Context: an optimization exercise on an open-source flow, tuned for small area, a short achievable clock period and few clock cycles. The choices shown serve that exercise and are no tape-out recipe.
In this exercise RTL edits were held to simulation tests only and were not proved equivalent to the original.
No activity file was given, so power comes from the tool's default toggle rates.

==> design/flow/design.v <==
`timescale 1 ns / 1 ps
`default_nettype none
localparam
DECINVALID = 0,
DECREGRS = 1,
DECREGRT = 2,
DECREGFS = 3,
DECREGFT = 4,
DECZIMM = 5,
DECSIMM = 6,
DECALU = 7,  
DECSETRD = 12,
DECSETRT = 13,
DECMEMRD = 14,
DECMEMWR = 15,
DECSIGNED = 16,
DECSHIMM = 17,  
DECSHIMM32 = 18,
DECTARGR = 19,  
DECLOAD = 25,
DECSZ = 26,  
DECDWORD = 29,
DECLLSC = 30,
DECSTORE = 31,
DECCOND = 32,  
DECBRANCH = 36,
DECLIKELY = 37,
DECLINK = 38,
DECJUMP = 39,
DECJUMPREG = 40,
DECPANIC = 41,
DECWHY = 42,  
DECSYSCALL = 47,
DECBREAK = 48,
DECSETFD = 49,
DECSETFT = 50,
DECCACHE = 51,
DECDCACHE = 52,
DECCACHEOP = 53,  
DECERET = 56,
DECTLBR = 57,
DECTLBWI = 58,
DECTLBWR = 59,
DECTLBP = 60,
DECLONGALU = 61,
DECTRAP = 62,
DECCOP = 63,
DEC64 = 64,
DECMTC0 = 65,
DECMFC0 = 66,
ALUNOP = 0,
ALUADD = 1,
ALUSUB = 2,
ALUAND = 3,
ALUOR = 4,
ALUNOR = 5,
ALUXOR = 6,
ALUSLL = 7,
ALUSRL = 8,
ALUSRA = 9,
ALUMUL = 10,
ALUDIV = 11,
ALULUI = 12,
ALUADDIMM = 13,
ALUSLT = 14,
ALUMFLO = 15,
ALUMFHI = 16,
ALUMTLO = 17,
ALUMTHI = 18,
CONDAL = 0,
CONDEQ = 1,
CONDNE = 2,
CONDGE = 3,
CONDGT = 4,
CONDLE = 5,
CONDLT = 6,
CONDGET = 7,
CONDGEUT = 8,
CONDLTT = 9,
CONDLTUT = 10,
SZWORD = 0,
SZBYTE = 1,
SZHALF = 2,
SZLEFT = 3,
SZRIGHT = 4,
SZDWORD = 8,
SZDLEFT = 11,
SZDRIGHT = 12,
WHYINTR = 5'h0,
WHYTLBM = 5'h1,
WHYTLBL = 5'h2,
WHYTLBS = 5'h3,
WHYADEL = 5'h4,
WHYADES = 5'h5,
WHYIBE = 5'h6,
WHYDBE = 5'h7,
WHYSYSC = 5'h8,
WHYBRPT = 5'h9,
WHYRSVD = 5'h10,
WHYCPU = 5'h11,
WHYOVFL = 5'h12,
WHYTRAP = 5'h13,
WHYFPE = 5'h15,
WHYWAT = 5'h23,
WHYRST = 5'h31,
WHYNMI = 5'h30,
WHYIADE = 5'h29,
WHYITLB = 5'h28,
IE = 0,
EXL = 1,
ERL = 2,
KSU = 3,
UX = 5,
SX = 6,
KX = 7,
IM = 8,
SR = 20,
TS = 21,
BEV = 22,
RE = 25,
FR = 26,
RP = 27,
CU = 28,
KERN = 0,
SUPR = 1,
USER = 2,
IP = 8,
BD = 31,
K0 = 0,
BE = 15,
EP = 24
;
 `timescale 1 ns / 1 ps
`default_nettype none
module idec(
	input wire [31:0] rfinstr,
	output reg [66:0] rfdec
);
 localparam
DECINVALID = 0,
DECREGRS = 1,
DECREGRT = 2,
DECREGFS = 3,
DECREGFT = 4,
DECZIMM = 5,
DECSIMM = 6,
DECALU = 7,  
DECSETRD = 12,
DECSETRT = 13,
DECMEMRD = 14,
DECMEMWR = 15,
DECSIGNED = 16,
DECSHIMM = 17,  
DECSHIMM32 = 18,
DECTARGR = 19,  
DECLOAD = 25,
DECSZ = 26,  
DECDWORD = 29,
DECLLSC = 30,
DECSTORE = 31,
DECCOND = 32,  
DECBRANCH = 36,
DECLIKELY = 37,
DECLINK = 38,
DECJUMP = 39,
DECJUMPREG = 40,
DECPANIC = 41,
DECWHY = 42,  
DECSYSCALL = 47,
DECBREAK = 48,
DECSETFD = 49,
DECSETFT = 50,
DECCACHE = 51,
DECDCACHE = 52,
DECCACHEOP = 53,  
DECERET = 56,
DECTLBR = 57,
DECTLBWI = 58,
DECTLBWR = 59,
DECTLBP = 60,
DECLONGALU = 61,
DECTRAP = 62,
DECCOP = 63,
DEC64 = 64,
DECMTC0 = 65,
DECMFC0 = 66,
ALUNOP = 0,
ALUADD = 1,
ALUSUB = 2,
ALUAND = 3,
ALUOR = 4,
ALUNOR = 5,
ALUXOR = 6,
ALUSLL = 7,
ALUSRL = 8,
ALUSRA = 9,
ALUMUL = 10,
ALUDIV = 11,
ALULUI = 12,
ALUADDIMM = 13,
ALUSLT = 14,
ALUMFLO = 15,
ALUMFHI = 16,
ALUMTLO = 17,
ALUMTHI = 18,
CONDAL = 0,
CONDEQ = 1,
CONDNE = 2,
CONDGE = 3,
CONDGT = 4,
CONDLE = 5,
CONDLT = 6,
CONDGET = 7,
CONDGEUT = 8,
CONDLTT = 9,
CONDLTUT = 10,
SZWORD = 0,
SZBYTE = 1,
SZHALF = 2,
SZLEFT = 3,
SZRIGHT = 4,
SZDWORD = 8,
SZDLEFT = 11,
SZDRIGHT = 12,
WHYINTR = 5'h0,
WHYTLBM = 5'h1,
WHYTLBL = 5'h2,
WHYTLBS = 5'h3,
WHYADEL = 5'h4,
WHYADES = 5'h5,
WHYIBE = 5'h6,
WHYDBE = 5'h7,
WHYSYSC = 5'h8,
WHYBRPT = 5'h9,
WHYRSVD = 5'h10,
WHYCPU = 5'h11,
WHYOVFL = 5'h12,
WHYTRAP = 5'h13,
WHYFPE = 5'h15,
WHYWAT = 5'h23,
WHYRST = 5'h31,
WHYNMI = 5'h30,
WHYIADE = 5'h29,
WHYITLB = 5'h28,
IE = 0,
EXL = 1,
ERL = 2,
KSU = 3,
UX = 5,
SX = 6,
KX = 7,
IM = 8,
SR = 20,
TS = 21,
BEV = 22,
RE = 25,
FR = 26,
RP = 27,
CU = 28,
KERN = 0,
SUPR = 1,
USER = 2,
IP = 8,
BD = 31,
K0 = 0,
BE = 15,
EP = 24
;
	localparam [66:0] LOADINSTR = ALUADDIMM<<DECALU|1<<DECREGRS|1<<DECSETRT|1<<DECLOAD;
	localparam [66:0] STOREINSTR = ALUADDIMM<<DECALU|1<<DECREGRS|1<<DECREGRT|1<<DECSTORE;
	always @(*) begin
		rfdec = 1<<DECINVALID;
		casez(rfinstr)
		32'b000000_zzzzz_zzzzz_zzzzz_00000_100000: rfdec = ALUADD<<DECALU|1<<DECREGRS|1<<DECREGRT|1<<DECSETRD|1<<DECSIGNED;  
		32'b001000_zzzzz_zzzzz_zzzzzzzz_zzzzzzzz: rfdec = ALUADD<<DECALU|1<<DECREGRS|1<<DECSIMM|1<<DECSETRT|1<<DECSIGNED;  
		32'b001001_zzzzz_zzzzz_zzzzzzzz_zzzzzzzz: rfdec = ALUADD<<DECALU|1<<DECREGRS|1<<DECSIMM|1<<DECSETRT;  
		32'b000000_zzzzz_zzzzz_zzzzz_00000_100001: rfdec = ALUADD<<DECALU|1<<DECREGRS|1<<DECREGRT|1<<DECSETRD;  
		32'b000000_zzzzz_zzzzz_zzzzz_00000_100100: rfdec = ALUAND<<DECALU|1<<DECREGRS|1<<DECREGRT|1<<DECSETRD;  
		32'b001100_zzzzz_zzzzz_zzzzzzzz_zzzzzzzz: rfdec = ALUAND<<DECALU|1<<DECREGRS|1<<DECZIMM|1<<DECSETRT;  
		32'b000000_zzzzz_zzzzz_zzzzz_00000_101100: rfdec = ALUADD<<DECALU|1<<DECREGRS|1<<DECREGRT|1<<DECSETRD|1<<DECSIGNED|1<<DECDWORD|1<<DEC64;  
		32'b011000_zzzzz_zzzzz_zzzzzzzz_zzzzzzzz: rfdec = ALUADD<<DECALU|1<<DECREGRS|1<<DECSIMM|1<<DECSETRT|1<<DECSIGNED|1<<DECDWORD|1<<DEC64;  
		32'b011001_zzzzz_zzzzz_zzzzzzzz_zzzzzzzz: rfdec = ALUADD<<DECALU|1<<DECREGRS|1<<DECSIMM|1<<DECSETRT|1<<DECDWORD|1<<DEC64;  
		32'b000000_zzzzz_zzzzz_zzzzz_00000_101101: rfdec = ALUADD<<DECALU|1<<DECREGRS|1<<DECREGRT|1<<DECSETRD|1<<DECDWORD|1<<DEC64;  
		32'b000000_zzzzz_zzzzz_zzzzz_00000_011110: rfdec = ALUDIV<<DECALU|1<<DECREGRS|1<<DECREGRT|1<<DECDWORD|1<<DECSIGNED|1<<DEC64;  
		32'b000000_zzzzz_zzzzz_zzzzz_00000_011111: rfdec = ALUDIV<<DECALU|1<<DECREGRS|1<<DECREGRT|1<<DECDWORD|1<<DEC64;  
		32'b000000_zzzzz_zzzzz_zzzzz_00000_011010: rfdec = ALUDIV<<DECALU|1<<DECREGRS|1<<DECREGRT|1<<DECSIGNED;  
		32'b000000_zzzzz_zzzzz_zzzzz_00000_011011: rfdec = ALUDIV<<DECALU|1<<DECREGRS|1<<DECREGRT;  
		32'b000000_zzzzz_zzzzz_zzzzz_00000_011100: rfdec = ALUMUL<<DECALU|1<<DECREGRS|1<<DECREGRT|1<<DECDWORD|1<<DECSIGNED|1<<DEC64;  
		32'b000000_zzzzz_zzzzz_zzzzz_00000_011101: rfdec = ALUMUL<<DECALU|1<<DECREGRS|1<<DECREGRT|1<<DECDWORD|1<<DEC64;  
		32'b000000_00000_zzzzz_zzzzz_zzzzz_111000: rfdec = ALUSLL<<DECALU|1<<DECREGRT|1<<DECSHIMM|1<<DECSETRD|1<<DECDWORD|1<<DEC64;  
		32'b000000_zzzzz_zzzzz_zzzzz_00000_010100: rfdec = ALUSLL<<DECALU|1<<DECREGRS|1<<DECREGRT|1<<DECSETRD|1<<DECDWORD|1<<DEC64;  
		32'b000000_00000_zzzzz_zzzzz_zzzzz_111100: rfdec = ALUSLL<<DECALU|1<<DECREGRT|3<<DECSHIMM|1<<DECSETRD|1<<DECDWORD|1<<DEC64;  
		32'b000000_00000_zzzzz_zzzzz_zzzzz_111011: rfdec = ALUSRA<<DECALU|1<<DECREGRT|1<<DECSHIMM|1<<DECSETRD|1<<DECDWORD|1<<DEC64;  
		32'b000000_zzzzz_zzzzz_zzzzz_00000_010111: rfdec = ALUSRA<<DECALU|1<<DECREGRS|1<<DECREGRT|1<<DECSETRD|1<<DECDWORD;  
		32'b000000_00000_zzzzz_zzzzz_zzzzz_111111: rfdec = ALUSRA<<DECALU|1<<DECREGRT|3<<DECSHIMM|1<<DECSETRD|1<<DECDWORD;  
		32'b000000_00000_zzzzz_zzzzz_zzzzz_111010: rfdec = ALUSRL<<DECALU|1<<DECREGRT|1<<DECSHIMM|1<<DECSETRD|1<<DECDWORD;  
		32'b000000_zzzzz_zzzzz_zzzzz_00000_010110: rfdec = ALUSRL<<DECALU|1<<DECREGRS|1<<DECREGRT|1<<DECSETRD|1<<DECDWORD;  
		32'b000000_00000_zzzzz_zzzzz_zzzzz_111110: rfdec = ALUSRL<<DECALU|1<<DECREGRT|3<<DECSHIMM|1<<DECSETRD|1<<DECDWORD|1<<DEC64;  	
		32'b000000_zzzzz_zzzzz_zzzzz_00000_101110: rfdec = ALUSUB<<DECALU|1<<DECREGRS|1<<DECREGRT|1<<DECSETRD|1<<DECSIGNED|1<<DECDWORD|1<<DEC64;  
		32'b000000_zzzzz_zzzzz_zzzzz_00000_101111: rfdec = ALUSUB<<DECALU|1<<DECREGRS|1<<DECREGRT|1<<DECSETRD|1<<DECDWORD|1<<DEC64;  
		32'b001111_00000_zzzzz_zzzzzzzz_zzzzzzzz: rfdec = ALULUI<<DECALU|1<<DECSETRT|1<<DECZIMM;  
		32'b000000_zzzzz_zzzzz_zzzzz_00000_011000: rfdec = ALUMUL<<DECALU|1<<DECREGRS|1<<DECREGRT|1<<DECSIGNED;  
		32'b000000_zzzzz_zzzzz_zzzzz_00000_011001: rfdec = ALUMUL<<DECALU|1<<DECREGRS|1<<DECREGRT;  
		32'b000000_zzzzz_zzzzz_zzzzz_00000_100111: rfdec = ALUNOR<<DECALU|1<<DECREGRS|1<<DECREGRT|1<<DECSETRD;  
		32'b000000_zzzzz_zzzzz_zzzzz_00000_100101: rfdec = ALUOR<<DECALU|1<<DECREGRS|1<<DECREGRT|1<<DECSETRD;  
		32'b001101_zzzzz_zzzzz_zzzzzzzz_zzzzzzzz: rfdec = ALUOR<<DECALU|1<<DECREGRS|1<<DECZIMM|1<<DECSETRT;  
		32'b000000_00000_zzzzz_zzzzz_zzzzz_000000: rfdec = ALUSLL<<DECALU|1<<DECREGRT|1<<DECSHIMM|1<<DECSETRD;  
		32'b000000_zzzzz_zzzzz_zzzzz_00000_000100: rfdec = ALUSLL<<DECALU|1<<DECREGRS|1<<DECREGRT|1<<DECSETRD;  
		32'b000000_zzzzz_zzzzz_zzzzz_00000_101010: rfdec = ALUSLT<<DECALU|1<<DECREGRS|1<<DECREGRT|1<<DECSETRD|1<<DECSIGNED;  
		32'b001010_zzzzz_zzzzz_zzzzzzzz_zzzzzzzz: rfdec = ALUSLT<<DECALU|1<<DECREGRS|1<<DECSIMM|1<<DECSETRT|1<<DECSIGNED;  
		32'b000000_zzzzz_zzzzz_zzzzz_00000_101010: rfdec = ALUSLT<<DECALU|1<<DECREGRS|1<<DECREGRT|1<<DECSETRD;  
		32'b001011_zzzzz_zzzzz_zzzzzzzz_zzzzzzzz: rfdec = ALUSLT<<DECALU|1<<DECREGRS|1<<DECSIMM|1<<DECSETRT;  
		32'b000000_00000_zzzzz_zzzzz_zzzzz_000011: rfdec = ALUSRA<<DECALU|1<<DECREGRT|1<<DECSHIMM|1<<DECSETRD;  
		32'b000000_zzzzz_zzzzz_zzzzz_00000_000111: rfdec = ALUSRA<<DECALU|1<<DECREGRS|1<<DECREGRT|1<<DECSETRD;  
		32'b000000_00000_zzzzz_zzzzz_zzzzz_000010: rfdec = ALUSRL<<DECALU|1<<DECREGRT|1<<DECSHIMM|1<<DECSETRD;  
		32'b000000_zzzzz_zzzzz_zzzzz_00000_000110: rfdec = ALUSRL<<DECALU|1<<DECREGRS|1<<DECREGRT|1<<DECSETRD;  
		32'b000000_zzzzz_zzzzz_zzzzz_00000_100010: rfdec = ALUSUB<<DECALU|1<<DECREGRS|1<<DECREGRT|1<<DECSETRD|1<<DECSIGNED;  
		32'b000000_zzzzz_zzzzz_zzzzz_00000_100011: rfdec = ALUSUB<<DECALU|1<<DECREGRS|1<<DECREGRT|1<<DECSETRD;  
		32'b000000_zzzzz_zzzzz_zzzzz_00000_100110: rfdec = ALUXOR<<DECALU|1<<DECREGRS|1<<DECREGRT|1<<DECSETRD;  
		32'b001110_zzzzz_zzzzz_zzzzzzzz_zzzzzzzz: rfdec = ALUXOR<<DECALU|1<<DECREGRS|1<<DECZIMM|1<<DECSETRT;  
		32'b100000_zzzzz_zzzzz_zzzzzzzz_zzzzzzzz: rfdec = LOADINSTR|SZBYTE<<DECSZ|1<<DECSIGNED;  
		32'b100100_zzzzz_zzzzz_zzzzzzzz_zzzzzzzz: rfdec = LOADINSTR|SZBYTE<<DECSZ;  
		32'b110111_zzzzz_zzzzz_zzzzzzzz_zzzzzzzz: rfdec = LOADINSTR|SZDWORD<<DECSZ;  
		32'b110101_zzzzz_zzzzz_zzzzzzzz_zzzzzzzz: rfdec = LOADINSTR&~(1<<DECSETRT)|1<<DECSETFT|SZDWORD<<DECSZ|1<<DECCOP|1<<DEC64;  
		32'b011010_zzzzz_zzzzz_zzzzzzzz_zzzzzzzz: rfdec = LOADINSTR|1<<DECREGRT|SZDLEFT<<DECSZ|1<<DEC64;  
		32'b011011_zzzzz_zzzzz_zzzzzzzz_zzzzzzzz: rfdec = LOADINSTR|1<<DECREGRT|SZDRIGHT<<DECSZ|1<<DEC64;  
		32'b100001_zzzzz_zzzzz_zzzzzzzz_zzzzzzzz: rfdec = LOADINSTR|SZHALF<<DECSZ|1<<DECSIGNED;  
		32'b100101_zzzzz_zzzzz_zzzzzzzz_zzzzzzzz: rfdec = LOADINSTR|SZHALF<<DECSZ;  
		32'b110000_zzzzz_zzzzz_zzzzzzzz_zzzzzzzz: rfdec = LOADINSTR|SZWORD<<DECSZ|1<<DECLLSC;  
		32'b110100_zzzzz_zzzzz_zzzzzzzz_zzzzzzzz: rfdec = LOADINSTR|SZDWORD<<DECSZ|1<<DECLLSC|1<<DEC64;  
		32'b100011_zzzzz_zzzzz_zzzzzzzz_zzzzzzzz: rfdec = LOADINSTR|SZWORD<<DECSZ|1<<DECSIGNED;  
		32'b110001_zzzzz_zzzzz_zzzzzzzz_zzzzzzzz: rfdec = LOADINSTR&~(1<<DECSETRT)|1<<DECSETFT|SZWORD<<DECSZ|1<<DECCOP;  
		32'b100010_zzzzz_zzzzz_zzzzzzzz_zzzzzzzz: rfdec = LOADINSTR|1<<DECREGRT|SZLEFT<<DECSZ;  
		32'b100110_zzzzz_zzzzz_zzzzzzzz_zzzzzzzz: rfdec = LOADINSTR|1<<DECREGRT|SZRIGHT<<DECSZ;  
		32'b100111_zzzzz_zzzzz_zzzzzzzz_zzzzzzzz: rfdec = LOADINSTR|SZWORD<<DECSZ|1<<DEC64;  
		32'b101000_zzzzz_zzzzz_zzzzzzzz_zzzzzzzz: rfdec = STOREINSTR|SZBYTE<<DECSZ;  
		32'b111000_zzzzz_zzzzz_zzzzzzzz_zzzzzzzz: rfdec = STOREINSTR|SZWORD<<DECSZ|1<<DECSETRT|1<<DECLLSC;  
		32'b111100_zzzzz_zzzzz_zzzzzzzz_zzzzzzzz: rfdec = STOREINSTR|SZDWORD<<DECSZ|1<<DECSETRT|1<<DECLLSC|1<<DEC64;  
		32'b111111_zzzzz_zzzzz_zzzzzzzz_zzzzzzzz: rfdec = STOREINSTR|SZDWORD<<DECSZ|1<<DEC64;  
		32'b111101_zzzzz_zzzzz_zzzzzzzz_zzzzzzzz: rfdec = STOREINSTR&~(1<<DECREGRT)|1<<DECREGFT|SZDWORD<<DECSZ|1<<DECCOP|1<<DEC64;  
		32'b101100_zzzzz_zzzzz_zzzzzzzz_zzzzzzzz: rfdec = STOREINSTR|SZDLEFT<<DECSZ|1<<DEC64;  
		32'b101101_zzzzz_zzzzz_zzzzzzzz_zzzzzzzz: rfdec = STOREINSTR|SZDRIGHT<<DECSZ|1<<DEC64;  
		32'b101001_zzzzz_zzzzz_zzzzzzzz_zzzzzzzz: rfdec = STOREINSTR|SZHALF<<DECSZ;  
		32'b101011_zzzzz_zzzzz_zzzzzzzz_zzzzzzzz: rfdec = STOREINSTR|SZWORD<<DECSZ;  
		32'b111001_zzzzz_zzzzz_zzzzzzzz_zzzzzzzz: rfdec = STOREINSTR&~(1<<DECREGRT)|1<<DECREGFT|SZWORD<<DECSZ|1<<DECCOP;  
		32'b101010_zzzzz_zzzzz_zzzzzzzz_zzzzzzzz: rfdec = STOREINSTR|SZLEFT<<DECSZ;  
		32'b101110_zzzzz_zzzzz_zzzzzzzz_zzzzzzzz: rfdec = STOREINSTR|SZRIGHT<<DECSZ;  
		32'b000100_zzzzz_zzzzz_zzzzzzzz_zzzzzzzz: rfdec = 1<<DECBRANCH|1<<DECREGRS|1<<DECREGRT|CONDEQ<<DECCOND;  
		32'b010100_zzzzz_zzzzz_zzzzzzzz_zzzzzzzz: rfdec = 1<<DECBRANCH|1<<DECREGRS|1<<DECREGRT|CONDEQ<<DECCOND|1<<DECLIKELY;  
		32'b000001_zzzzz_00001_zzzzzzzz_zzzzzzzz: rfdec = 1<<DECBRANCH|1<<DECREGRS|CONDGE<<DECCOND;  
		32'b000001_zzzzz_10001_zzzzzzzz_zzzzzzzz: rfdec = 1<<DECBRANCH|1<<DECREGRS|CONDGE<<DECCOND|1<<DECLINK;  
		32'b000001_zzzzz_10011_zzzzzzzz_zzzzzzzz: rfdec = 1<<DECBRANCH|1<<DECREGRS|CONDGE<<DECCOND|1<<DECLINK|1<<DECLIKELY;  
		32'b000001_zzzzz_00011_zzzzzzzz_zzzzzzzz: rfdec = 1<<DECBRANCH|1<<DECREGRS|CONDGE<<DECCOND|1<<DECLIKELY;  
		32'b000111_zzzzz_00000_zzzzzzzz_zzzzzzzz: rfdec = 1<<DECBRANCH|1<<DECREGRS|CONDGT<<DECCOND;  
		32'b010111_zzzzz_00000_zzzzzzzz_zzzzzzzz: rfdec = 1<<DECBRANCH|1<<DECREGRS|CONDGT<<DECCOND|1<<DECLIKELY;  
		32'b000110_zzzzz_00000_zzzzzzzz_zzzzzzzz: rfdec = 1<<DECBRANCH|1<<DECREGRS|CONDLE<<DECCOND;  
		32'b010110_zzzzz_00000_zzzzzzzz_zzzzzzzz: rfdec = 1<<DECBRANCH|1<<DECREGRS|CONDLE<<DECCOND|1<<DECLIKELY;  
		32'b000001_zzzzz_00000_zzzzzzzz_zzzzzzzz: rfdec = 1<<DECBRANCH|1<<DECREGRS|CONDLT<<DECCOND;  
		32'b000001_zzzzz_10000_zzzzzzzz_zzzzzzzz: rfdec = 1<<DECBRANCH|1<<DECREGRS|CONDLT<<DECCOND|1<<DECLINK;  
		32'b000001_zzzzz_10010_zzzzzzzz_zzzzzzzz: rfdec = 1<<DECBRANCH|1<<DECREGRS|CONDLT<<DECCOND|1<<DECLINK|1<<DECLIKELY;  
		32'b000001_zzzzz_00010_zzzzzzzz_zzzzzzzz: rfdec = 1<<DECBRANCH|1<<DECREGRS|CONDLT<<DECCOND|1<<DECLIKELY;  
		32'b000101_zzzzz_zzzzz_zzzzzzzz_zzzzzzzz: rfdec = 1<<DECBRANCH|1<<DECREGRS|1<<DECREGRT|CONDNE<<DECCOND;  
		32'b010101_zzzzz_zzzzz_zzzzzzzz_zzzzzzzz: rfdec = 1<<DECBRANCH|1<<DECREGRS|1<<DECREGRT|CONDNE<<DECCOND|1<<DECLIKELY;  
		32'b000010_zz_zzzzzzzz_zzzzzzzz_zzzzzzzz: rfdec = 1<<DECBRANCH|1<<DECJUMP;  
		32'b000011_zz_zzzzzzzz_zzzzzzzz_zzzzzzzz: rfdec = 1<<DECBRANCH|1<<DECJUMP|1<<DECLINK;  
		32'b000000_zzzzz_00000_zzzzz_00000_001001: rfdec = 1<<DECBRANCH|1<<DECJUMPREG|1<<DECREGRS|1<<DECSETRD|1<<DECLINK;  
		32'b000000_zzzzz_00000_00000_00000_001000: rfdec = 1<<DECBRANCH|1<<DECJUMPREG|1<<DECREGRS;  
		32'b000000_zzzzzzzzzz_zzzzzzzzzz_001100: rfdec = 1<<DECSYSCALL;  
		32'b000000_zzzzzzzzzz_zzzzzzzzzz_001101: rfdec = 1<<DECBREAK;  
		32'b101111_zzzzz_zzz0z_zzzzzzzz_zzzzzzzz: rfdec = 1<<DECCACHE|ALUADD<<DECALU|1<<DECREGRS|1<<DECSIMM|rfinstr[16]<<DECDCACHE|rfinstr[20:18]<<DECCACHEOP|1<<DECCOP;  
		32'b010000_1000000000_0000000000_011000: rfdec = 1<<DECBRANCH|1<<DECERET;  
		32'b010000_1000000000_0000000000_000001: rfdec = 1<<DECTLBR|1<<DECCOP;  
		32'b010000_1000000000_0000000000_000010: rfdec = 1<<DECTLBWI|1<<DECCOP;  
		32'b010000_1000000000_0000000000_000110: rfdec = 1<<DECTLBWR|1<<DECCOP;  
		32'b010000_1000000000_0000000000_001000: rfdec = 1<<DECTLBP|1<<DECCOP;  
		32'b000000_0000000000_zzzzz_00000_010010: rfdec = ALUMFLO<<DECALU|1<<DECSETRD;  
		32'b000000_0000000000_zzzzz_00000_010000: rfdec = ALUMFHI<<DECALU|1<<DECSETRD;  
		32'b000000_zzzzz_000000000000000_010001: rfdec = ALUMTLO<<DECALU|1<<DECREGRS;  
		32'b000000_zzzzz_000000000000000_010011: rfdec = ALUMTHI<<DECALU|1<<DECREGRS;  
		32'b000000_zzzzz_zzzzz_zzzzzzzzzz_110100: rfdec = 1<<DECTRAP|1<<DECREGRS|1<<DECREGRT|CONDEQ<<DECCOND;  
		32'b000001_zzzzz_01100_zzzzzzzz_zzzzzzzz: rfdec = 1<<DECTRAP|1<<DECREGRS|1<<DECSIMM|CONDEQ<<DECCOND;  
		32'b000000_zzzzz_zzzzz_zzzzzzzzzz_110000: rfdec = 1<<DECTRAP|1<<DECREGRS|1<<DECREGRT|CONDGET<<DECCOND;  
		32'b000001_zzzzz_01000_zzzzzzzz_zzzzzzzz: rfdec = 1<<DECTRAP|1<<DECREGRS|1<<DECSIMM|CONDGET<<DECCOND;  
		32'b000000_zzzzz_zzzzz_zzzzzzzzzz_110001: rfdec = 1<<DECTRAP|1<<DECREGRS|1<<DECREGRT|CONDGEUT<<DECCOND;  
		32'b000001_zzzzz_01001_zzzzzzzz_zzzzzzzz: rfdec = 1<<DECTRAP|1<<DECREGRS|1<<DECSIMM|CONDGEUT<<DECCOND;  
		32'b000000_zzzzz_zzzzz_zzzzzzzzzz_110110: rfdec = 1<<DECTRAP|1<<DECREGRS|1<<DECREGRT|CONDNE<<DECCOND;  
		32'b000001_zzzzz_01110_zzzzzzzz_zzzzzzzz: rfdec = 1<<DECTRAP|1<<DECREGRS|1<<DECSIMM|CONDNE<<DECCOND;  
		32'b000000_zzzzz_zzzzz_zzzzzzzzzz_110010: rfdec = 1<<DECTRAP|1<<DECREGRS|1<<DECREGRT|CONDLTT<<DECCOND;  
		32'b000001_zzzzz_01010_zzzzzzzz_zzzzzzzz: rfdec = 1<<DECTRAP|1<<DECREGRS|1<<DECSIMM|CONDLTT<<DECCOND;  
		32'b000000_zzzzz_zzzzz_zzzzzzzzzz_110011: rfdec = 1<<DECTRAP|1<<DECREGRS|1<<DECREGRT|CONDLTUT<<DECCOND;  
		32'b000001_zzzzz_01011_zzzzzzzz_zzzzzzzz: rfdec = 1<<DECTRAP|1<<DECREGRS|1<<DECSIMM|CONDLTUT<<DECCOND;  
		32'b010000_00100_zzzzz_zzzzz_00000000000: rfdec = 1<<DECMTC0|1<<DECREGRT|1<<DECCOP;  
		32'b010000_00101_zzzzz_zzzzz_00000000000: rfdec = 1<<DECMTC0|1<<DECREGRT|1<<DECCOP|1<<DECDWORD|1<<DEC64;  
		32'b010000_00000_zzzzz_zzzzz_00000000000: rfdec = 1<<DECMFC0|1<<DECSETRT|1<<DECCOP;  
		32'b010000_00001_zzzzz_zzzzz_00000000000: rfdec = 1<<DECMFC0|1<<DECSETRT|1<<DECCOP|1<<DECDWORD|1<<DEC64;  
		endcase
		if(rfdec[DECSETRD])
			rfdec[DECTARGR+5:DECTARGR] = {1'b0, rfinstr[15:11]};
		else if(rfdec[DECSETRT])
			rfdec[DECTARGR+5:DECTARGR] = {1'b0, rfinstr[20:16]};
		else if(rfdec[DECLINK])
			rfdec[DECTARGR+5:DECTARGR] = 31;
		if(rfdec[DECALU+4:DECALU] == ALUMUL || rfdec[DECALU+4:DECALU] == ALUDIV)
			rfdec[DECLONGALU] = 1;
	end
endmodule
 `timescale 1 ns / 1 ps
`default_nettype none
module alu(
	input wire clk,
	input wire reset,
	input wire [66:0] exdec,
	input wire [31:0] exinstr,
	input wire [63:0] exr0,
	input wire [63:0] exr1,
	input wire [63:0] exlink,
	output reg [63:0] exalur,
	output reg exovfl,
	output reg exbcmp,
	input wire alugo,
	output reg alubusy,
	output wire [63:0] lo,
	output wire [63:0] hi
);
 localparam
DECINVALID = 0,
DECREGRS = 1,
DECREGRT = 2,
DECREGFS = 3,
DECREGFT = 4,
DECZIMM = 5,
DECSIMM = 6,
DECALU = 7,  
DECSETRD = 12,
DECSETRT = 13,
DECMEMRD = 14,
DECMEMWR = 15,
DECSIGNED = 16,
DECSHIMM = 17,  
DECSHIMM32 = 18,
DECTARGR = 19,  
DECLOAD = 25,
DECSZ = 26,  
DECDWORD = 29,
DECLLSC = 30,
DECSTORE = 31,
DECCOND = 32,  
DECBRANCH = 36,
DECLIKELY = 37,
DECLINK = 38,
DECJUMP = 39,
DECJUMPREG = 40,
DECPANIC = 41,
DECWHY = 42,  
DECSYSCALL = 47,
DECBREAK = 48,
DECSETFD = 49,
DECSETFT = 50,
DECCACHE = 51,
DECDCACHE = 52,
DECCACHEOP = 53,  
DECERET = 56,
DECTLBR = 57,
DECTLBWI = 58,
DECTLBWR = 59,
DECTLBP = 60,
DECLONGALU = 61,
DECTRAP = 62,
DECCOP = 63,
DEC64 = 64,
DECMTC0 = 65,
DECMFC0 = 66,
ALUNOP = 0,
ALUADD = 1,
ALUSUB = 2,
ALUAND = 3,
ALUOR = 4,
ALUNOR = 5,
ALUXOR = 6,
ALUSLL = 7,
ALUSRL = 8,
ALUSRA = 9,
ALUMUL = 10,
ALUDIV = 11,
ALULUI = 12,
ALUADDIMM = 13,
ALUSLT = 14,
ALUMFLO = 15,
ALUMFHI = 16,
ALUMTLO = 17,
ALUMTHI = 18,
CONDAL = 0,
CONDEQ = 1,
CONDNE = 2,
CONDGE = 3,
CONDGT = 4,
CONDLE = 5,
CONDLT = 6,
CONDGET = 7,
CONDGEUT = 8,
CONDLTT = 9,
CONDLTUT = 10,
SZWORD = 0,
SZBYTE = 1,
SZHALF = 2,
SZLEFT = 3,
SZRIGHT = 4,
SZDWORD = 8,
SZDLEFT = 11,
SZDRIGHT = 12,
WHYINTR = 5'h0,
WHYTLBM = 5'h1,
WHYTLBL = 5'h2,
WHYTLBS = 5'h3,
WHYADEL = 5'h4,
WHYADES = 5'h5,
WHYIBE = 5'h6,
WHYDBE = 5'h7,
WHYSYSC = 5'h8,
WHYBRPT = 5'h9,
WHYRSVD = 5'h10,
WHYCPU = 5'h11,
WHYOVFL = 5'h12,
WHYTRAP = 5'h13,
WHYFPE = 5'h15,
WHYWAT = 5'h23,
WHYRST = 5'h31,
WHYNMI = 5'h30,
WHYIADE = 5'h29,
WHYITLB = 5'h28,
IE = 0,
EXL = 1,
ERL = 2,
KSU = 3,
UX = 5,
SX = 6,
KX = 7,
IM = 8,
SR = 20,
TS = 21,
BEV = 22,
RE = 25,
FR = 26,
RP = 27,
CU = 28,
KERN = 0,
SUPR = 1,
USER = 2,
IP = 8,
BD = 31,
K0 = 0,
BE = 15,
EP = 24
;
	wire [4:0] op = exdec[DECALU+4:DECALU];
	wire [3:0] cond = exdec[DECCOND+3:DECCOND];
	wire sx = exdec[DECSIGNED];
	wire dw = exdec[DECDWORD];
	reg [63:0] rlo, rhi;
	assign lo = rlo;
	assign hi = rhi;
	wire opadd = op == ALUADD;
	wire opsub = op == ALUSUB;
	wire opimm = op == ALUADDIMM;
	wire opslt = op == ALUSLT;
	wire dosub = opsub | opslt | cond == CONDGET | cond[3];
	wire [63:0] ysrc = opimm ? {{48{exinstr[15]}}, exinstr[15:0]} : exr1;
	wire [63:0] yeff = ysrc ^ {64{dosub}};
	wire [64:0] asum;
	bkadd #(64) aadd(.a(exr0), .b(yeff), .c(dosub), .s(asum));
	wire [63:0] sum = asum[63:0];
	wire ltu = !asum[64];
	wire lts = (exr0[63] ^ exr1[63]) ? exr0[63] : sum[63];
	wire [63:0] v = ~(exr0 ^ yeff) & (exr0 ^ sum);
	wire [63:0] aext = dw ? exr0 : {{32{sx & exr0[31]}}, exr0[31:0]};
	wire [63:0] bext = dw ? exr1 : {{32{sx & exr1[31]}}, exr1[31:0]};
	wire sa = sx & aext[63];
	wire sb = sx & bext[63];
	localparam S_IDLE = 3'd0;
	localparam S_MUL = 3'd1;
	localparam S_NORM = 3'd2;
	localparam S_ITER = 3'd3;
	localparam S_FIXQ = 3'd4;
	localparam S_FIXR = 3'd5;
	reg [2:0] state;
	reg [6:0] cnt;
	wire st_idle = state == S_IDLE;
	wire st_mul = state == S_MUL;
	wire st_norm = state == S_NORM;
	wire st_iter = state == S_ITER;
	wire st_fixq = state == S_FIXQ;
	wire st_fixr = state == S_FIXR;
	wire [63:0] xd = st_iter ? {rhi[62:0], rlo[63]} : st_idle ? aext ^ {64{sa}} : 64'd0;
	wire [63:0] yd = st_iter ? bext ^ {64{!sb}} : st_fixr ? ~rhi : st_fixq ? ~rlo : 64'd0;
	wire cind = st_iter ? !sb : st_idle ? sa : 1'b1;
	wire [64:0] dsum;
	bkadd #(64) dadd(.a(xd), .b(yd), .c(cind), .s(dsum));
	wire qbit = dsum[64] & !(bzero & xd[63]);
	function [6:0] clz64(input [63:0] x);
		reg [31:0] y5;
		reg [15:0] y4;
		reg [7:0] y3;
		reg [3:0] y2;
		reg [1:0] y1;
		reg n5, n4, n3, n2, n1, n0;
		begin
			n5 = x[63:32] == 0;
			y5 = n5 ? x[31:0] : x[63:32];
			n4 = y5[31:16] == 0;
			y4 = n4 ? y5[15:0] : y5[31:16];
			n3 = y4[15:8] == 0;
			y3 = n3 ? y4[7:0] : y4[15:8];
			n2 = y3[7:4] == 0;
			y2 = n2 ? y3[3:0] : y3[7:4];
			n1 = y2[3:2] == 0;
			y1 = n1 ? y2[1:0] : y2[3:2];
			n0 = !y1[1];
			clz64 = (n0 && !y1[0]) ? 7'd64 : {1'b0, n5, n4, n3, n2, n1, n0};
		end
	endfunction
	wire [6:0] cv = clz64(sa ? {~aext[62:0], 1'b1} : aext);
	wire [6:0] cb1 = clz64({1'b0, bext[63:1] ^ {63{sb}}});
	wire bzero = bext == 64'd0;
	wire [7:0] nraw = {1'b0, cb1} - {1'b0, cv};
	wire [6:0] ndiv = bzero ? 7'd64 : nraw[7] ? 7'd0 : nraw[6:0];
	wire opsll = op == ALUSLL;
	wire opsrl = op == ALUSRL;
	wire opsra = op == ALUSRA;
	wire opdiv = op == ALUDIV;
	wire [5:0] nsh = {exdec[DECSHIMM32], exr0[4:0]};
	wire [63:0] xsh = dw ? exr1 : opsra ? {{32{exr1[31]}}, exr1[31:0]} : opsrl ? {32'd0, exr1[31:0]} : exr1;
	wire [63:0] rin = opdiv ? rlo : xsh;
	wire [5:0] ramt = opdiv ? cnt[5:0] : opsll ? -nsh : nsh;
	wire [6:0] mamt = opdiv ? cnt : {1'b0, nsh};
	wire mright = !opsll;
	wire [63:0] r0 = ramt[0] ? {rin[0], rin[63:1]} : rin;
	wire [63:0] r1 = ramt[1] ? {r0[1:0], r0[63:2]} : r0;
	wire [63:0] r2 = ramt[2] ? {r1[3:0], r1[63:4]} : r1;
	wire [63:0] r3 = ramt[3] ? {r2[7:0], r2[63:8]} : r2;
	wire [63:0] r4 = ramt[4] ? {r3[15:0], r3[63:16]} : r3;
	wire [63:0] rot = ramt[5] ? {r4[31:0], r4[63:32]} : r4;
	reg [63:0] therm, mask;
	integer ti;
	always @(*) begin
		for(ti = 0; ti < 64; ti = ti + 1)
			therm[ti] = mamt <= ti;
		for(ti = 0; ti < 64; ti = ti + 1)
			mask[ti] = mright ? therm[63 - ti] : therm[ti];
	end
	wire fill = opsra & xsh[63];
	wire [63:0] shr = (rot & mask) | ({64{fill}} & ~mask);
	wire [63:0] shres = dw ? shr : {{32{shr[31]}}, shr[31:0]};
	always @(*) begin
		exalur = 64'd0;
		case(op)
		ALUNOP: exalur = exr0;
		ALUADD, ALUSUB, ALUADDIMM: exalur = sum;
		ALUAND: exalur = exr0 & exr1;
		ALUOR: exalur = exr0 | exr1;
		ALUNOR: exalur = ~(exr0 | exr1);
		ALUXOR: exalur = exr0 ^ exr1;
		ALUSLL, ALUSRL, ALUSRA: exalur = shres;
		ALULUI: exalur = {{32{exr1[15]}}, exr1[15:0], 16'd0};
		ALUSLT: exalur = {63'd0, sx ? lts : ltu};
		ALUMFLO: exalur = rlo;
		ALUMFHI: exalur = rhi;
		default: exalur = 64'd0;
		endcase
		if(exdec[DECLINK])
			exalur = exlink;
		exovfl = sx & (opadd | opsub) & (dw ? v[63] : v[31]);
	end
	wire eq = exr0 == exr1;
	wire r0zero = exr0 == 64'd0;
	always @(*) begin
		case(cond)
		CONDEQ: exbcmp = eq;
		CONDNE: exbcmp = !eq;
		CONDGE: exbcmp = !exr0[63];
		CONDGT: exbcmp = !exr0[63] && !r0zero;
		CONDLT: exbcmp = exr0[63];
		CONDLE: exbcmp = exr0[63] || r0zero;
		CONDGET: exbcmp = !lts;
		CONDGEUT: exbcmp = !ltu;
		CONDLTT: exbcmp = lts;
		CONDLTUT: exbcmp = ltu;
		default: exbcmp = 1;
		endcase
	end
	wire [64:0] a65 = {sa, aext};
	reg [7:1] red;
	integer ri;
	always @(*)
		for(ri = 1; ri < 8; ri = ri + 1)
			red[ri] = sx ? (bext[8*ri+7 -: 9] == {9{sb}}) : (bext[8*ri+7 -: 8] == 8'd0);
	wire [2:0] j0 = !red[7] ? 3'd7 : !red[6] ? 3'd6 : !red[5] ? 3'd5 : !red[4] ? 3'd4 :
		!red[3] ? 3'd3 : !red[2] ? 3'd2 : !red[1] ? 3'd1 : 3'd0;
	wire [2:0] jsel = st_mul ? cnt[2:0] : j0;
	wire [7:0] chunk = bext[jsel*8 +: 8];
	wire [8:0] dig = {!st_mul & sx & chunk[7], chunk};
	wire [10:0] dx = {dig[8], dig, 1'b0};
	wire [127:0] pin = st_mul ? {rhi, rlo} : 128'd0;
	wire [65:0] a66 = {a65[64], a65};
	wire [65:0] a2 = {a65, 1'b0};
	reg [65:0] row [0:4];
	reg [4:0] negs;
	integer bk;
	always @(*)
		for(bk = 0; bk < 5; bk = bk + 1) begin : booth
			reg b2, b1, b0, one, two;
			b2 = dx[2*bk+2]; b1 = dx[2*bk+1]; b0 = dx[2*bk];
			one = b1 ^ b0;
			two = b2 ? (!b1 & !b0) : (b1 & b0);
			negs[bk] = b2;
			row[bk] = (({66{one}} & a66) | ({66{two}} & a2)) ^ {66{b2}};
			row[bk][65] = !row[bk][65];
		end
	localparam [77:0] SGNC = -((78'd1 << 65) + (78'd1 << 67) + (78'd1 << 69) + (78'd1 << 71) + (78'd1 << 73));
	wire [77:0] tlow = {2'b0, pin[67:0], 1'b0, negs[3], 1'b0, negs[2], 1'b0, negs[1], 1'b0, negs[0]} +
		{12'd0, row[0]} + {10'd0, row[1], 2'd0} + {8'd0, row[2], 4'd0} + {6'd0, row[3], 6'd0} + {4'd0, row[4], 8'd0} +
		{69'd0, negs[4], 8'd0} + SGNC;
	wire [51:0] upin = pin[119:68];
	reg [52:0] pa, pz;
	reg [51:0] upout;
	integer ui;
	always @(*) begin
		pa[0] = 1'b1;
		pz[0] = 1'b1;
		for(ui = 0; ui < 52; ui = ui + 1) begin
			pa[ui+1] = pa[ui] & upin[ui];
			pz[ui+1] = pz[ui] & !upin[ui];
			upout[ui] = upin[ui] ^ ((tlow[76] & !tlow[77] & pa[ui]) | (tlow[77] & pz[ui]));
		end
	end
	wire [127:0] mres = {upout, tlow[75:0]};
	wire opmul = op == ALUMUL;
	wire start = st_idle & alugo;
	wire fixq = sa ^ sb;
	reg [2:0] state_;
	reg [6:0] cnt_;
	reg [63:0] lo_, hi_;
	reg last, fix32;
	always @(*) begin
		state_ = state;
		cnt_ = cnt;
		lo_ = rlo;
		hi_ = rhi;
		last = 0;
		fix32 = 0;
		alubusy = 1;
		case(state)
		S_IDLE: begin
			alubusy = 0;
			if(start & opmul) begin
				{hi_, lo_} = mres;
				cnt_ = {4'd0, j0 - 3'd1};
				if(j0 == 0) begin
					last = 1;
					fix32 = 1;
				end
				else
					state_ = S_MUL;
			end else if(start & opdiv) begin
				lo_ = dsum[63:0];
				cnt_ = ndiv;
				state_ = S_NORM;
			end else if(op == ALUMTLO)
				lo_ = exr0;
			else if(op == ALUMTHI)
				hi_ = exr0;
		end
		S_MUL: begin
			{hi_, lo_} = mres;
			cnt_ = cnt - 7'd1;
			if(cnt[2:0] == 0) begin
				fix32 = 1;
				last = 1;
				alubusy = 0;
				state_ = S_IDLE;
			end
		end
		S_NORM: begin
			hi_ = rot & mask;
			lo_ = rot & ~mask;
			if(cnt != 0)
				state_ = S_ITER;
			else begin
				fix32 = 1;
				if(fixq)
					state_ = S_FIXQ;
				else if(sa)
					state_ = S_FIXR;
				else begin
					last = 1;
					alubusy = 0;
					state_ = S_IDLE;
				end
			end
		end
		S_ITER: begin
			hi_ = qbit ? dsum[63:0] : xd;
			lo_ = {rlo[62:0], qbit};
			cnt_ = cnt - 7'd1;
			if(cnt == 1) begin
				fix32 = 1;
				if(fixq)
					state_ = S_FIXQ;
				else if(sa)
					state_ = S_FIXR;
				else begin
					last = 1;
					alubusy = 0;
					state_ = S_IDLE;
				end
			end
		end
		S_FIXQ: begin
			lo_ = dsum[63:0];
			if(sa)
				state_ = S_FIXR;
			else begin
				last = 1;
				alubusy = 0;
				state_ = S_IDLE;
			end
		end
		S_FIXR: begin
			hi_ = dsum[63:0];
			last = 1;
			alubusy = 0;
			state_ = S_IDLE;
		end
		default: state_ = S_IDLE;
		endcase
		if(fix32 && !dw) begin
			if(opmul && last)
				hi_[31:0] = mres[63:32];
			hi_[63:32] = {32{hi_[31]}};
			lo_[63:32] = {32{lo_[31]}};
		end
	end
	always @(posedge clk) begin
		state <= reset ? S_IDLE : state_;
		cnt <= cnt_;
		rlo <= lo_;
		rhi <= hi_;
	end
endmodule
module bkadd #(
	parameter N = 64
) (
	input wire [N-1:0] a,
	input wire [N-1:0] b,
	input wire c,
	output wire [N:0] s
);
	localparam L = N > 32 ? 6 : N > 16 ? 5 : N > 8 ? 4 : 3;
	reg [N-1:0] g, p;
	integer i, l;
	always @(*) begin
		g = a & b;
		p = a ^ b;
		g[0] = g[0] | (p[0] & c);
		for(l = 0; l < L; l = l + 1)
			for(i = N - 1; i >= 0; i = i - 1)
				if(((i + 1) % (2 << l)) == 0) begin
					g[i] = g[i] | (p[i] & g[i - (1 << l)]);
					p[i] = p[i] & p[i - (1 << l)];
				end
		for(l = L - 2; l >= 0; l = l - 1)
			for(i = N - 1; i >= 0; i = i - 1)
				if(((i + 1) % (2 << l)) == (1 << l) && i >= (2 << l)) begin
					g[i] = g[i] | (p[i] & g[i - (1 << l)]);
					p[i] = p[i] & p[i - (1 << l)];
				end
	end
	assign s = {g[N-1], (a ^ b) ^ {g[N-2:0], c}};
endmodule
 `timescale 1 ns / 1 ps
`default_nettype none
module exunit(
	input wire clk,
	input wire reset,
	input wire [31:0] exinstr,
	input wire [63:0] exr0,
	input wire [63:0] exr1,
	input wire [63:0] exlink,
	input wire alugo,
	output wire [63:0] exalur,
	output wire exovfl,
	output wire exbcmp,
	output wire alubusy,
	output wire [63:0] lo,
	output wire [63:0] hi
);
	wire [66:0] exdec;
	idec idec0(
		.rfinstr(exinstr),
		.rfdec(exdec)
	);
	alu alu0(
		.clk(clk),
		.reset(reset),
		.exdec(exdec),
		.exinstr(exinstr),
		.exr0(exr0),
		.exr1(exr1),
		.exlink(exlink),
		.exalur(exalur),
		.exovfl(exovfl),
		.exbcmp(exbcmp),
		.alugo(alugo),
		.alubusy(alubusy),
		.lo(lo),
		.hi(hi)
	);
endmodule
==> design/flow/run.sh <==
#!/bin/bash
# synth_recipe.tcl (not shown) runs the flow's synth.tcl, then flattens the netlist and writes it again
# the make line also repeats each setting of config.mk as NAME=value (left out here)
make -C /OpenROAD-flow-scripts/flow DESIGN_CONFIG=/design/flow/config.mk WORK_HOME=/design/flow/orfs CLKGATE_MAP_FILE= SYNTH_SCRIPT=/design/flow/synth_recipe.tcl finish
==> design/flow/config.mk <==
export PLATFORM = sky130hd
export DESIGN_NAME = exunit
export DESIGN_NICKNAME = exunit
export VERILOG_FILES = /design/flow/design.v
export SDC_FILE = /design/flow/constraint.sdc
export NUM_CORES = 4
export LEC_CHECK = 0
export CAP_MARGIN = 40
export CORE_MARGIN = 2
export CORE_UTILIZATION = 30
export GPL_ROUTABILITY_DRIVEN = 1
export PLACE_DENSITY = 0.45
export SLEW_MARGIN = 40
==> design/flow/constraint.sdc <==
create_clock -name core_clock -period 20.0 [get_ports {clk}]
set_input_delay 4.0000 -clock core_clock [delete_from_list [all_inputs] [get_ports {clk}]]
set_output_delay 4.0000 -clock core_clock [all_outputs]
set_load 0.01 [all_outputs]
==> results.tsv, run 1 <==
stage	metric	value	unit
sta	Slew @ Worst Pin	1.06	ns
die	Initial Util	0.301	
routing	Via density	6.75	
routing	DR WL/cell	43.6	µm
die	CORE AREA	199000	µm²
pwr	Power Total	11900	µW
clocking	Clock Pin Slew Worst Setup and Hold Paths	0.07	ns
global_route	GR Overflow Total	0	
sta	Final WS setup	0.640	ns
synthesis	Compound-Gate Fraction of Synth Area	0.325	
worst_setup_path	Data arrival, critical path	15.36	ns
synthesis	most common library cells after synthesis	848 x nand2_1, 733 x o21ai_0, 702 x nor2_1, 629 x a21oi_1, 614 x clkbuf_1	
sta	Setup TNS	0	ns
worst_setup_path	Worst path slowest cell	a21oi_1	
synthesis	Synth Warn #	19	
clocking	Sink Count	138	
routing	Initial DRT Pass Iterations	10	
synthesis	most common cell in the synthesized netlist	nand2_1	
synthesis	mux share of post-synthesis cell area	0.0708	
worst_setup_path	crit end category	output port	
placed_design	placed cells	11500	
clocking	post-cts resize count	0	
routing	Via Count	78100	
synthesis	synthesized area	60100	µm²
synthesis	cell taking the most area after synthesis	ha_1	
global_route	initial antenna violation count	83	
clocking	Hold-fix buffers, CTS	0	
sta	Slew HR	0.291	
routing	remaining antenna violation count	0	
cells_and_area	area grow syn2layout	18.9	%
worst_setup_path	setup slack, reg-to-reg	4.75	ns
worst_setup_path	crit start category	input port	
synthesis	Synth Flop Type	edfxtp_1	
clocking	H-tree Lvls	4	
global_route	vias in the first global route	71600	
run_status	outcome	finished clean	
clocking	worst skew pair latency	0.55	ns
pwr	Power Dens Cells	167	nW/µm²
global_route	gr usage total	0.475	
worst_setup_path	crit-path max FO	23	
synthesis	top cell type's share of synthesized area	0.103	
sta	Setup Skew	0.0239	ns
routing	Post-Route WL	504000	µm
placed_design	Detail Placement HPWL	396000	µm
synthesis	Post-Syn Nets	9521	
synthesis	Unique masters post-synth	115	
sta	final setup fails	0	
die	Die Span X	451	µm
cells_and_area	Layout fillers	21600	
sta	period utilization	0.968	
sta	Pins Over Slew Limit	0	
clocking	postcts setup bufs	0	
global_route	largest net degree at the start of global routing	94	
die	Die Span Y	451	µm
placed_design	Post-Place Worst Slack	0.542	ns
synthesis	sequential fraction of the synthesis area	0.0630	
cells_and_area	FF/Latch Area	3790	µm²
pwr	Max IR drop VDD	0.402	mV
hold_path	Hold Startpoint	alu0.cnt[0]$_DFFE_PP_	
sta	Hold Fails Final Rpt	0	
worst_setup_path	Worst Setup SP	exinstr[30]	
worst_setup_path	CP Class	input port to output port	
routing	DRC	0	
sta	maximum clock rate	0.0517	GHz
cells_and_area	multi-input logic area	52600	µm²
global_route	first-pass GRT wire length	662000	µm
synthesis	Mapped Cells	8540	
hold_path	Hold Crit Class	flip-flop to flip-flop	
clocking	CTS Buf Count	17	
synthesis	FFs w/ async S/R, synth	0	
die	FP Rows	164	
synthesis	post-synthesis register bit count	138	
synthesis	number of synthesized flops with an enable pin	102	
die	Ports	422	
worst_setup_path	Worst R2R Path Depth	51	
worst_setup_path	Crit path largest cell delay	0.75	ns
synthesis	Post-Synth Simple-Gate Area	0.178	
sta	hold_ws	0.778	ns
worst_setup_path	most used cell, CP	a21o_1	
cells_and_area	share of cells above drive strength 1	0.118	
worst_setup_path	R2R Path End	alu0.rhi[59]$_DFFE_PP_	
worst_setup_path	Crit Reg-Reg Startpoint	alu0.state[0]$_SDFFE_PP0P_	
clocking	Clock Tree Root	clkbuf_16	
cells_and_area	Layout Nets	9815	
job	number of max-cap violations	0	
clocking	clock tree buffer depth	2	
pwr	P_leak	0.0303	µW
worst_setup_path	crit path to	exbcmp	
placed_design	Final GP Congestion	1.09	
synthesis	largest family of logic cells by synthesized area	compound AO/OA/AOI/OAI gates	
sta	RSZ-0062 raised after global routing	false	
cells_and_area	Final Non-Filler Cells	11600	
synthesis	Avg Cell Area, Syn	7.03	µm²
clocking	CTS tree	built	
sta	Min Clock Period, post-route	19.36	ns
placed_design	PortBufs	421	
routing	drt first-iter violations	12800	
worst_setup_path	Critical Path RT	16.00	ns
synthesis	Post-Synth XOR/XNOR Area	0.0929	
die	die area	204000	µm²
hold_path	hold path depth	1	
synthesis	ranking of synthesized cells by area	ha_1 10%, fa_1 8.7%, xnor2_1 6.2%	
synthesis	Synth Area in Adders	0.190	
-- metrics by stage --
step | cell area (µm²) | utilization
2_1_floorplan | 60100 | -
3_3_place_gp | 69900 | 0.351
3_5_place_dp | 70500 | 0.354
4_1_cts | 71000 | 0.356
5_1_grt | 71300 | 0.357
6_report | 71400 | 0.358
-- routing by layer --
metal  track usage  up-vias  part of all wire
li1              -    31700                 -
met1         0.588    38600              0.38
met2         0.666     6178              0.40
met3         0.169     1593              0.13
met4         0.365       36             0.094
met5             0        -           0.00045
-- kinds of logic (layout without fill, tap and decap cells) --
group,count (synthesis),count (layout)
DFF,138,138
muxes,408,408
AOI/OAI and AO/OA,2964,2964
xor gates and xnor gates,637,637
adders and majority gates,754,754
other,0,66
and+or+nand+nor,2356,2356
buffers and inverters,1283,1588
-- how the worst min path moves through the flow --
stage	end	slack, ns
final	alu0.cnt[0]$_DFFE_PP_	0.78
after global routing	alu0.cnt[0]$_DFFE_PP_	0.81
after CTS	alu0.cnt[0]$_DFFE_PP_	0.78
after detailed placement	alu0.cnt[3]$_DFFE_PP_	0.77
after global placement	alu0.cnt[0]$_DFFE_PP_	0.78
after floorplan	alu0.rlo[31]$_DFF_P_	0.63
-- layout make-up --
cell class / instances / area share
clock inverters: 10 / 0.00112
multi-input cells: 7119 / 0.737
diodes: 66 / 0.00231
inverters: 510 / 0.0268
flip-flops and latches: 138 / 0.0530
well taps: 2656 / 0.0465
clock buffers: 20 / 0.00611
repair buffers: 1048 / 0.127
-- state kept, by name, summed over array words and instances, names as in the netlist --
| register | cells |
|---|---|
| alu0.cnt | 7 |
| alu0.rhi | 64 |
| alu0.rlo | 64 |
| alu0.state | 3 |
-- placed cells by master, fill, tap and decap left out, types with 145 or more instances in the layout --
cell and n:
ha_1 491, a21o_1 227, clkdlybuf4s50_1 416, fa_1 260, nand3_1 145, inv_1 497
a21oi_1 606, a22oi_1 322, xnor2_1 398, buf_4 601, nand2_1 835, nor2_1 689
mux2i_1 272, o21ai_0 693, xor2_1 211
-- report_power, final --
part	switching (µW)	internal [µW]	total, µW
Clock	172	167	340
Sequential	63.9	336	399
Combinational	7680	3490	11200
-- critical path: cells and delay by family --
family                   cells  cell delay, ns
AO/OA/AOI/OAI               23            6.69
XOR/XNOR                     2            0.36
adder cells (fa/ha/maj)      2            0.63
buffers and inverters        4            1.81
AND/OR/NAND/NOR              8            1.84
Testbench counts, summed over its fixed seeds: cycles 10,149.
==> run 2, diff against run 1 <==
--- a/design/flow/config.mk
+++ b/design/flow/config.mk
@@ -11,3 +11,4 @@
 export GPL_ROUTABILITY_DRIVEN = 1
 export PLACE_DENSITY = 0.45
+export SETUP_SLACK_MARGIN = 5
 export SLEW_MARGIN = 40
==> run 2 against run 1 <==
Net effect: the layout now fails its checks (antenna violations); non-clock buffer count rose by 128; cell area rose by 5.7%; flip-flop and latch count did not move; via count rose by 1.3%; sequential share of layout area fell by 0.29 points; cell count rose by 1.1%; utilization rose by 2.0 points; largest power group unchanged.
==> results.tsv, run 2 <==
stage	metric	value	unit
synthesis	Compound-Gate Fraction of Synth Area	0.325	
worst_setup_path	crit start category	input port	
placed_design	Final GP Congestion	1.08	
sta	maximum clock rate	0.0594	GHz
pwr	P_leak	0.0319	µW
die	die area	204000	µm²
routing	DRC	0	
routing	Post-Route WL	511000	µm
routing	DR WL/cell	43.7	µm
cells_and_area	Layout Nets	9947	
global_route	vias in the first global route	72400	
die	CORE AREA	199000	µm²
routing	drt first-iter violations	12500	
synthesis	number of synthesized flops with an enable pin	102	
synthesis	sequential fraction of the synthesis area	0.0630	
synthesis	Unique masters post-synth	115	
routing	Via density	6.77	
hold_path	hold path depth	4	
sta	Setup TNS	0	ns
worst_setup_path	Worst path slowest cell	clkdlybuf4s50_1	
sta	Final WS setup	3.16	ns
synthesis	Synth Area in Adders	0.190	
global_route	GR Overflow Total	0	
pwr	Power Dens Cells	176	nW/µm²
synthesis	post-synthesis register bit count	138	
clocking	clock tree buffer depth	2	
clocking	CTS Buf Count	17	
die	Initial Util	0.301	
worst_setup_path	crit end category	flip-flop	
cells_and_area	share of cells above drive strength 1	0.175	
global_route	initial antenna violation count	72	
synthesis	ranking of synthesized cells by area	ha_1 10%, fa_1 8.7%, xnor2_1 6.2%	
synthesis	top cell type's share of synthesized area	0.103	
clocking	Sink Count	138	
sta	Setup Skew	0.0146	ns
synthesis	FFs w/ async S/R, synth	0	
die	Die Span Y	451	µm
synthesis	Post-Synth Simple-Gate Area	0.178	
synthesis	cell taking the most area after synthesis	ha_1	
worst_setup_path	setup slack, reg-to-reg	6.88	ns
sta	Slew @ Worst Pin	1.21	ns
cells_and_area	Top Registers	alu0.rhi: 64 flops, alu0.rlo: 64 flops, alu0.cnt: 7 flops	
sta	Min Clock Period, post-route	16.84	ns
sta	Slew HR	0.192	
job	number of max-cap violations	0	
worst_setup_path	Critical Path RT	20.28	ns
sta	final setup fails	0	
placed_design	Detail Placement HPWL	397000	µm
global_route	gr usage total	0.480	
synthesis	Avg Cell Area, Syn	7.03	µm²
synthesis	Synth Flop Type	edfxtp_1	
cells_and_area	Layout fillers	21300	
clocking	Clock Pin Slew Worst Setup and Hold Paths	0.08	ns
worst_setup_path	crit-path max FO	12	
sta	period utilization	0.842	
hold_path	Hold Startpoint	alu0.rhi[13]$_DFF_P_	
run_status	outcome	failed layout checks	
synthesis	Post-Syn Nets	9521	
worst_setup_path	R2R Path End	alu0.rhi[40]$_DFFE_PP_	
placed_design	PortBufs	421	
worst_setup_path	most used cell, CP	buf_4	
clocking	H-tree Lvls	4	
synthesis	Mapped Cells	8540	
clocking	Clock Tree Root	clkbuf_16	
cells_and_area	most common cell after layout, fill and taps aside	nand2_1	
synthesis	largest family of logic cells by synthesized area	compound AO/OA/AOI/OAI gates	
routing	remaining antenna violation count	1	
global_route	first-pass GRT wire length	670000	µm
worst_setup_path	Worst R2R Path Depth	55	
die	Die Span X	451	µm
die	Ports	422	
synthesis	most common library cells after synthesis	848 x nand2_1, 733 x o21ai_0, 702 x nor2_1, 629 x a21oi_1, 614 x clkbuf_1	
clocking	worst skew pair latency	0.57	ns
run_status	SO Viols	antenna violations	
worst_setup_path	CP Class	input port to flip-flop	
synthesis	synthesized area	60100	µm²
synthesis	Post-Synth XOR/XNOR Area	0.0929	
pwr	Power Total	13300	µW
hold_path	hold endpoint	alu0.rhi[21]$_DFF_P_	
synthesis	most common cell in the synthesized netlist	nand2_1	
synthesis	mux share of post-synthesis cell area	0.0708	
worst_setup_path	Crit Reg-Reg Startpoint	alu0.state[2]$_SDFFE_PP0P_	
global_route	largest net degree at the start of global routing	78	
cells_and_area	area grow syn2layout	25.7	%
routing	Via Count	79200	
placed_design	Post-Place Worst Slack	0.798	ns
hold_path	Hold Crit Class	flip-flop to flip-flop	
worst_setup_path	Crit path largest cell delay	0.67	ns
worst_setup_path	Data arrival, critical path	17.12	ns
sta	Hold Fails Final Rpt	0	
clocking	CTS tree	built	
pwr	Max IR drop VDD	0.416	mV
cells_and_area	most frequent cells in the layout	816 x nand2_1, 668 x nor2_1, 663 x buf_4, 623 x o21ai_0, 551 x a21oi_1	
sta	Pins Over Slew Limit	0	
synthesis	Synth Warn #	19	
sta	RSZ-0062 raised after global routing	true	
die	FP Rows	164	
routing	Initial DRT Pass Iterations	10	
## run 2: cell counts after synthesis
No cell type changed its count.
## run 2: cell families after synthesis
group	Yosys count
xor gates and xnor gates	637
adders and majority gates	754
buffers and inverters	1283
AOI/OAI and AO/OA	2964
muxes	408
DFF	138
and+or+nand+nor	2356
## run 2: metrics by stage
stage | hold WS [ns] | cells | util | cell area (µm²)
after floorplan | 0.632 | 8540 | - | 60400
after global placement | 0.803 | 11400 | 0.348 | 69400
after detailed placement | 0.802 | 11400 | 0.350 | 69900
after CTS | 0.826 | 11600 | 0.369 | 73600
after global routing | 0.885 | 11600 | 0.378 | 75400
final | 0.872 | 11700 | 0.379 | 75500
## run 2: layer usage
| metal | global-route usage | share of wire |
|---|---|---|
| met2 | 0.662 | 0.39 |
| met1 | 0.600 | 0.38 |
| met4 | 0.395 | 0.10 |
| met5 | 0.00746 | 0.00049 |
| met3 | 0.162 | 0.12 |
## run 2: how the worst max path moves through the flow
| stage | start | to | cells after the start |
|---|---|---|---|
| 2_1_floorplan | exinstr[6] | alu0.rhi[63]$_DFFE_PP_ | 59 |
| 3_3_place_gp | exinstr[3] | alu0.rhi[54]$_DFFE_PP_ | 56 |
| 3_5_place_dp | exinstr[31] | alu0.rhi[63]$_DFFE_PP_ | 54 |
| 4_1_cts | exr1[60] | alu0.rhi[54]$_DFFE_PP_ | 60 |
| 5_1_grt | exinstr[8] | alu0.rhi[40]$_DFFE_PP_ | 62 |
| 6_report | exr1[19] | alu0.rhi[40]$_DFFE_PP_ | 58 |
## run 2: power by group
| group | internal, µW | switching (µW) |
|---|---|---|
| Clock | 173 | 189 |
| Sequential | 335 | 42.6 |
| Combinational | 4140 | 8440 |
## run 2: area by class of cell
| cell class | count | area (µm²) | share of cell area |
|---|---|---|---|
| multi-input cells | 7123 | 55200 | 0.731 |
| clock inverters | 13 | 86.3 | 0.00114 |
| flip-flops and latches | 138 | 3790 | 0.0502 |
| diodes | 58 | 145 | 0.00192 |
| well taps | 2656 | 3320 | 0.0440 |
| clock buffers | 19 | 475 | 0.00630 |
| repair buffers | 1176 | 10600 | 0.141 |
| inverters | 510 | 1920 | 0.0254 |
## run 2: what timing repair did
item / CTS / global route
hold buffers: 0 / 0
resized for setup: 526 / 248
pin swaps: 183 / 123
setup endpoints to repair: 183 / 163
setup buffers: 147 / 60
cloned: 15 / 2
## run 2: worst max-delay path, delay by kind of cell
family	cells	cell delay, ns
buffers and inverters	12	2.40
AND/OR/NAND/NOR	9	1.86
XOR/XNOR	2	0.31
AO/OA/AOI/OAI	30	6.51
adder cells (fa/ha/maj)	5	2.00

[port drivers added, routing unchanged]
Ports are ideal in the flow. The routed layouts listed here were re-timed in OpenROAD. Step 1: set_driving_cell puts a clkbuf_16 on clk and a buf_2 on each other input, an assumption about the parent block. Step 2 times the ports against the registers' clock, not the clock port: input delays grow and output delays shrink by t, the midpoint of the rising clock arrivals with the driver on. Slacks: ideal / step 1 / step 2; pairs: ideal / step 1.
run | shift t [ns] | slack for setup (ns) | worst setup path after step 2 | latest minus earliest clock arrival (ns)
run 1 | 0.621 | 0.640 / 0.610 / 0.168 | input to register | 0.024 / 0.024
run 2 | 0.645 | 3.163 / 3.222 / 2.577 | input to register | 0.015 / 0.015
The setup slack of run 2, which loses most, moves by +0.059 ns with the drivers and by -0.586 ns with both steps.
